From an optimization exercise on the open Yosys and OpenROAD flow, aimed at small area, a short achievable clock period and few clock cycles; shortcuts taken in it are not production practice. RTL that was checked went through simulation tests only; none was proved equivalent to the original.

==> inputs of run C <==
// vendingMachine
module vendingMachine(
   clk,
   reset,
   coinInA,
   coinInB,
   coinInC,
   coinInD,
   itemTypeIn,
   itemNumberIn,
   forceIn,
   coinOutA,
   coinOutB,
   coinOutC,
   coinOutD,
   itemTypeOut,
   itemNumberOut,
   serviceTypeOut
);
input          clk;
input          reset;
input  [5:0]   coinInA;
input  [5:0]   coinInB;
input  [5:0]   coinInC;
input  [5:0]   coinInD;
input  [1:0]   itemTypeIn;
input  [2:0]   itemNumberIn;
input          forceIn;
output [5:0]   coinOutA;
output [5:0]   coinOutB;
output [5:0]   coinOutC;
output [5:0]   coinOutD;
output [1:0]   itemTypeOut;
output [2:0]   itemNumberOut;
output [1:0]   serviceTypeOut;
reg            busy;              
reg            first;             
reg    [5:0]   countA, countB, countC, countD;   
reg    [9:0]   s5;                
reg    [2:0]   r;                 
reg    [2:0]   num;               
reg    [1:0]   typ;
reg            frc;
function [4:0] cost5;             
   input [1:0] t;
   case (t)
      2'd0: cost5 = 5'd3;
      2'd1: cost5 = 5'd5;
      2'd2: cost5 = 5'd15;
      default: cost5 = 5'd20;
   endcase
endfunction
wire [3:0]  dq;                   
wire [2:0]  r0;                   
wire [9:0]  d13  = {coinInD, 3'b0} + {1'b0, coinInD, 2'b0} + {4'b0, coinInD};
assign dq = d13[9:6];
assign r0 = coinInD[2:0] - ({dq[0], 2'b0} + {2'b0, dq[0]} + {dq[1], 1'b0}) - {dq[2], 2'b0};
wire [7:0]  kn;                   
assign kn[0] = (~itemTypeIn[1] & itemNumberIn[0]) | (~itemTypeIn[0] & itemNumberIn[0]);
  ...
==> flow/config.mk <==
export PLATFORM = sky130hd
export DESIGN_NAME = vendingMachine
export DESIGN_NICKNAME = vendingMachine
export VERILOG_FILES = /design/flow/design.v
export SDC_FILE = /design/flow/constraint.sdc
export NUM_CORES = 4
export LEC_CHECK = 0
export ABC_AREA = 1
export CAP_MARGIN = 20
export CORE_MARGIN = 2
export CORE_UTILIZATION = 40
export SLEW_MARGIN = 20
==> flow/constraint.sdc <==
create_clock -name core_clock -period 6.0 [get_ports {clk}]
set_input_delay 1.2000 -clock core_clock [delete_from_list [all_inputs] [get_ports {clk}]]
set_output_delay 1.2000 -clock core_clock [all_outputs]
set_load 0.01 [all_outputs]
standard.sh (not shown) runs the stock make flow with config.mk's settings and CLKGATE_MAP_FILE= SYNTH_SCRIPT=/design/flow/synth_recipe.tcl, a recipe that flattens the netlist after the stock synthesis.
==> flow/flow/run.sh <==
#!/bin/bash
# The standard layout, with these changes:
# - synthesis leaves adders to ABC as plain gates instead of mapping them
#   to the full/half-adder cells;
# - each port gets a buf_2 as its buffer.
set -euo pipefail
here=$(pwd)
mkdir -p scripts
for f in "$FLOW_HOME"/scripts/*; do ln -sf "$f" scripts/; done
rm -f scripts/abc_area.script
cp flow/abc_area.script scripts/abc_area.script
bash standard.sh ADDER_MAP_FILE= SCRIPTS_DIR="$here/scripts" "BUFFER_PORTS_ARGS=-buffer_cell sky130_fd_sc_hd__buf_2" finish > flow_make.log 2>&1
==> flow/flow/abc_area.script <==
strash
&get -n
&deepsyn -J 5 -S 1
&put
balance
balance -l
resub -K 6 -l
rewrite -l
resub -K 6 -N 2 -l
refactor -l
resub -K 8 -l
balance -l
resub -K 8 -N 2 -l
rewrite -l
resub -K 10 -l
rewrite -z -l
resub -K 10 -N 2 -l
balance -l
resub -K 12 -l
refactor -z -l
resub -K 12 -N 2 -l
rewrite -z -l
balance -l
dch
map -B 0.9
topo
stime -c
buffer -c
upsize -c
dnsize -c
==> inputs of run M, as changes to run C <==
--- a/flow/design.v
+++ b/flow/design.v
@@ -48,15 +48,19 @@
       2'd2: cost5 = 5'd15;
       default: cost5 = 5'd20;
    endcase
 endfunction
 wire [3:0]  dq;                   
 wire [2:0]  r0;                   
-wire [9:0]  d13  = {coinInD, 3'b0} + {1'b0, coinInD, 2'b0} + {4'b0, coinInD};
-assign dq = d13[9:6];
-assign r0 = coinInD[2:0] - ({dq[0], 2'b0} + {2'b0, dq[0]} + {dq[1], 1'b0}) - {dq[2], 2'b0};
+assign dq[0] = (~coinInD[4] & ~coinInD[3] & coinInD[2] & coinInD[0]) | (~coinInD[4] & ~coinInD[3] & coinInD[2] & coinInD[1]) | (~coinInD[5] & ~coinInD[4] & coinInD[3] & ~coinInD[2] & ~coinInD[1]) | (~coinInD[4] & coinInD[2] & coinInD[1] & coinInD[0]) | (~coinInD[5] & coinInD[4] & coinInD[3] & coinInD[2] & ~coinInD[1]) | (coinInD[5] & ~coinInD[4] & ~coinInD[3] & coinInD[1] & coinInD[0]) | (coinInD[5] & ~coinInD[4] & ~coinInD[3] & coinInD[2]) | (coinInD[5] & ~coinInD[4] & coinInD[2] & coinInD[0]) | (coinInD[5] & ~coinInD[4] & coinInD[2] & coinInD[1]) | (coinInD[5] & ~coinInD[3] & coinInD[2] & coinInD[1] & coinInD[0]) | (coinInD[4] & coinInD[3] & ~coinInD[2] & coinInD[1]) | (~coinInD[5] & coinInD[4] & ~coinInD[3] & ~coinInD[2]) | (coinInD[5] & coinInD[4] & ~coinInD[2] & ~coinInD[1]) | (~coinInD[5] & coinInD[4] & ~coinInD[2] & coinInD[0]);
+assign dq[1] = (~coinInD[5] & ~coinInD[4] & coinInD[3] & coinInD[1]) | (~coinInD[5] & ~coinInD[4] & coinInD[3] & coinInD[2]) | (~coinInD[5] & coinInD[4] & ~coinInD[3] & ~coinInD[2]) | (~coinInD[5] & coinInD[3] & coinInD[2] & coinInD[1]) | (coinInD[5] & ~coinInD[4] & ~coinInD[3]) | (coinInD[5] & ~coinInD[3] & coinInD[2]) | (coinInD[5] & coinInD[4] & coinInD[3] & ~coinInD[2]) | (coinInD[5] & ~coinInD[3] & coinInD[1]);
+assign dq[2] = (~coinInD[5] & coinInD[4] & coinInD[2]) | (~coinInD[5] & coinInD[4] & coinInD[3]) | (coinInD[5] & ~coinInD[4] & ~coinInD[3]) | (coinInD[4] & coinInD[3] & coinInD[2]);
+assign dq[3] = (coinInD[5] & coinInD[3]) | (coinInD[5] & coinInD[4]);
+assign r0[0] = (~coinInD[4] & ~coinInD[3] & coinInD[2] & coinInD[1] & ~coinInD[0]) | (~coinInD[5] & ~coinInD[4] & coinInD[3] & ~coinInD[2] & ~coinInD[1] & ~coinInD[0]) | (~coinInD[5] & ~coinInD[4] & coinInD[3] & coinInD[2] & ~coinInD[1] & coinInD[0]) | (~coinInD[5] & coinInD[4] & coinInD[3] & coinInD[2] & ~coinInD[1] & ~coinInD[0]) | (coinInD[5] & ~coinInD[4] & ~coinInD[3] & coinInD[2] & ~coinInD[0]) | (coinInD[5] & ~coinInD[4] & coinInD[2] & coinInD[1] & ~coinInD[0]) | (coinInD[5] & coinInD[4] & ~coinInD[3] & ~coinInD[2] & coinInD[1] & coinInD[0]) | (~coinInD[5] & ~coinInD[4] & ~coinInD[3] & ~coinInD[2] & coinInD[0]) | (coinInD[4] & ~coinInD[3] & ~coinInD[2] & ~coinInD[1] & ~coinInD[0]) | (coinInD[5] & ~coinInD[4] & coinInD[3] & ~coinInD[2] & coinInD[0]) | (coinInD[4] & coinInD[3] & coinInD[2] & coinInD[1] & coinInD[0]) | (~coinInD[5] & coinInD[4] & ~coinInD[3] & coinInD[2] & coinInD[0]) | (coinInD[5] & coinInD[4] & coinInD[3] & ~coinInD[2] & ~coinInD[0]) | (~coinInD[5] & coinInD[4] & ~coinInD[2] & coinInD[1] & ~coinInD[0]) | (coinInD[5] & coinInD[4] & coinInD[2] & ~coinInD[1] & coinInD[0]) | (~coinInD[4] & ~coinInD[3] & ~coinInD[2] & ~coinInD[1] & coinInD[0]) | (~coinInD[5] & ~coinInD[4] & ~coinInD[2] & coinInD[1] & coinInD[0]);
+assign r0[1] = (~coinInD[5] & ~coinInD[4] & coinInD[3] & ~coinInD[1] & ~coinInD[0]) | (~coinInD[5] & ~coinInD[4] & coinInD[3] & coinInD[2] & ~coinInD[1]) | (~coinInD[5] & coinInD[4] & ~coinInD[3] & ~coinInD[2] & ~coinInD[1] & coinInD[0]) | (~coinInD[5] & coinInD[4] & coinInD[3] & ~coinInD[2] & coinInD[1] & coinInD[0]) | (~coinInD[5] & coinInD[3] & coinInD[2] & ~coinInD[1] & ~coinInD[0]) | (coinInD[5] & ~coinInD[4] & ~coinInD[3] & coinInD[2] & coinInD[1] & ~coinInD[0]) | (coinInD[5] & coinInD[4] & coinInD[3] & ~coinInD[2] & ~coinInD[1] & coinInD[0]) | (coinInD[5] & coinInD[3] & ~coinInD[2] & coinInD[1] & ~coinInD[0]) | (~coinInD[5] & ~coinInD[4] & ~coinInD[3] & coinInD[1] & coinInD[0]) | (coinInD[5] & coinInD[4] & ~coinInD[3] & ~coinInD[1] & ~coinInD[0]) | (~coinInD[5] & ~coinInD[3] & ~coinInD[2] & coinInD[1] & ~coinInD[0]) | (coinInD[5] & coinInD[3] & coinInD[2] & coinInD[1] & coinInD[0]) | (coinInD[5] & ~coinInD[3] & coinInD[2] & ~coinInD[1] & coinInD[0]) | (coinInD[5] & ~coinInD[4] & ~coinInD[3] & ~coinInD[2] & ~coinInD[1]) | (~coinInD[5] & coinInD[4] & ~coinInD[3] & coinInD[2] & coinInD[1]) | (coinInD[5] & coinInD[4] & coinInD[3] & coinInD[1] & ~coinInD[0]) | (coinInD[5] & ~coinInD[4] & coinInD[3] & coinInD[1] & coinInD[0]);
+assign r0[2] = (coinInD[5] & ~coinInD[4] & ~coinInD[3] & ~coinInD[2] & coinInD[1] & ~coinInD[0]) | (~coinInD[5] & ~coinInD[4] & ~coinInD[3] & coinInD[2] & ~coinInD[1] & ~coinInD[0]) | (coinInD[5] & ~coinInD[4] & ~coinInD[3] & coinInD[2] & coinInD[1] & coinInD[0]) | (~coinInD[5] & ~coinInD[4] & coinInD[3] & ~coinInD[2] & ~coinInD[1] & coinInD[0]) | (coinInD[5] & ~coinInD[4] & coinInD[3] & coinInD[2] & ~coinInD[1] & ~coinInD[0]) | (~coinInD[5] & ~coinInD[4] & coinInD[3] & coinInD[2] & coinInD[1] & ~coinInD[0]) | (coinInD[5] & coinInD[4] & ~coinInD[3] & ~coinInD[2] & ~coinInD[1] & coinInD[0]) | (~coinInD[5] & coinInD[4] & ~coinInD[3] & ~coinInD[2] & coinInD[1] & coinInD[0]) | (coinInD[5] & coinInD[4] & ~coinInD[3] & coinInD[2] & coinInD[1] & ~coinInD[0]) | (~coinInD[5] & coinInD[4] & coinInD[3] & ~coinInD[2] & ~coinInD[1] & ~coinInD[0]) | (coinInD[5] & coinInD[4] & coinInD[3] & ~coinInD[2] & coinInD[1] & coinInD[0]) | (~coinInD[5] & coinInD[4] & coinInD[3] & coinInD[2] & ~coinInD[1] & coinInD[0]);
 wire [7:0]  kn;                   
 assign kn[0] = (~itemTypeIn[1] & itemNumberIn[0]) | (~itemTypeIn[0] & itemNumberIn[0]);
 assign kn[1] = (~itemTypeIn[0] & ~itemNumberIn[1] & itemNumberIn[0]) | (~itemTypeIn[1] & itemTypeIn[0] & itemNumberIn[1]) | (~itemTypeIn[0] & itemNumberIn[1] & ~itemNumberIn[0]);
 assign kn[2] = (~itemTypeIn[0] & ~itemNumberIn[2] & itemNumberIn[1] & ~itemNumberIn[0]) | (~itemTypeIn[1] & ~itemTypeIn[0] & itemNumberIn[2] & itemNumberIn[0]) | (itemTypeIn[0] & ~itemNumberIn[2] & itemNumberIn[0]) | (~itemTypeIn[1] & itemTypeIn[0] & itemNumberIn[2] & ~itemNumberIn[0]) | (itemTypeIn[1] & ~itemNumberIn[2] & itemNumberIn[0]) | (~itemTypeIn[0] & itemNumberIn[2] & ~itemNumberIn[1] & ~itemNumberIn[0]) | (itemTypeIn[1] & itemTypeIn[0] & itemNumberIn[0]);
 assign kn[3] = (~itemNumberIn[2] & itemNumberIn[1] & itemNumberIn[0]) | (~itemTypeIn[0] & itemNumberIn[2] & ~itemNumberIn[1]) | (~itemTypeIn[1] & itemNumberIn[2] & ~itemNumberIn[1] & itemNumberIn[0]) | (itemTypeIn[0] & itemNumberIn[1] & ~itemNumberIn[0]) | (itemTypeIn[1] & ~itemTypeIn[0] & itemNumberIn[0]) | (itemTypeIn[1] & itemNumberIn[1]);
 assign kn[4] = (~itemTypeIn[1] & ~itemTypeIn[0] & itemNumberIn[2] & itemNumberIn[1]) | (~itemTypeIn[1] & itemTypeIn[0] & itemNumberIn[2] & ~itemNumberIn[1]) | (itemTypeIn[1] & ~itemTypeIn[0] & itemNumberIn[1] & ~itemNumberIn[0]) | (itemTypeIn[1] & itemNumberIn[2] & ~itemNumberIn[0]) | (itemTypeIn[1] & itemTypeIn[0] & ~itemNumberIn[2] & itemNumberIn[0]) | (itemNumberIn[2] & itemNumberIn[1] & ~itemNumberIn[0]);
--- a/flow/flow/abc_area.script
+++ b/flow/flow/abc_area.script
@@ -1,11 +1,10 @@
 strash
 &get -n
-&deepsyn -J 5 -S 1
+&deepsyn -T 20
 &put
-balance
 balance -l
 resub -K 6 -l
 rewrite -l
 resub -K 6 -N 2 -l
 refactor -l
 resub -K 8 -l
==> run notes <==
metric	run M	run C
Global Route Usage Sum	27.73%	24.08%
Result of the run	failed layout checks	no timing/DRC/antenna violations
Violated checks	negative setup slack	-
Multi-input combinational area share	62.99%	66.69%
Fraction of the mapped netlist area in adder cells	1.037%	0.6816%
Reg2Reg Depth	41	46
Number of cells on the critical path	33	35
Final Routed Wirelength	32,460 um	29,950 um
Worst r2r src	s5[4]	s5[1]
Area of all placed cells without fillers	11,010 um^2	10,730 um^2
Met3 Routed Length	2523 um	1838 um
Cell type with the highest occurrence count on the critical path	buf_4	nand2_2
# setup viols final	3	0
Number of well taps	275	280
Footprint of the multi-input gates	6934 um^2	7158 um^2
Number of instances resized during post-cts repair	45	7
Total inserted antenna cells	1	0
Terminus of the critical flop-to-flop path	countA[5]	countD[5]
Hold_ws	583.7 ps	516.1 ps
CP Data Arrival Time	5050 ps	4650 ps
Number of placement rows	53	54
Number of distinct library cells after synthesis	66	64
Vertical die dimension	151.4 um	152.4 um
Critical Path Fanout Max	5	6
Inverter count of the layout excluding clock inverters	243	251
Testbench counts of run M, summed over its fixed seeds: cycles 15,992.
Function not checked in run C: the RTL went through the layout flow alone.

[port drivers added, routing unchanged]
The results above use ideal ports. As a check the final layouts listed here were re-extracted and re-timed, cells and wires unchanged. Step 1 sets driving cells, clkbuf_16 on the clock port and buf_2 on the other inputs (assumed; they add their load-dependent delay and slew). Step 2 also shifts input and output timing later by t, the mid clock arrival at the registers, as if the neighbouring blocks saw the same clock. a / b / c = ideal / step 1 / step 2; a / b = the first two.
| run | t, ns | setup slack, ns | clock arrival spread, ns | cell pins on the clock port's net |
|---|---|---|---|---|
| run C | 0.351 | 0.146 / 0.102 / 0.133 | 0.014 / 0.014 | 1 |
| run M | 0.350 | -0.246 / -0.292 / 0.058 | 0.010 / 0.010 | 1 |
For run C, which loses most, drivers alone change the setup slack by -0.044 ns; drivers and shift together by -0.013 ns.
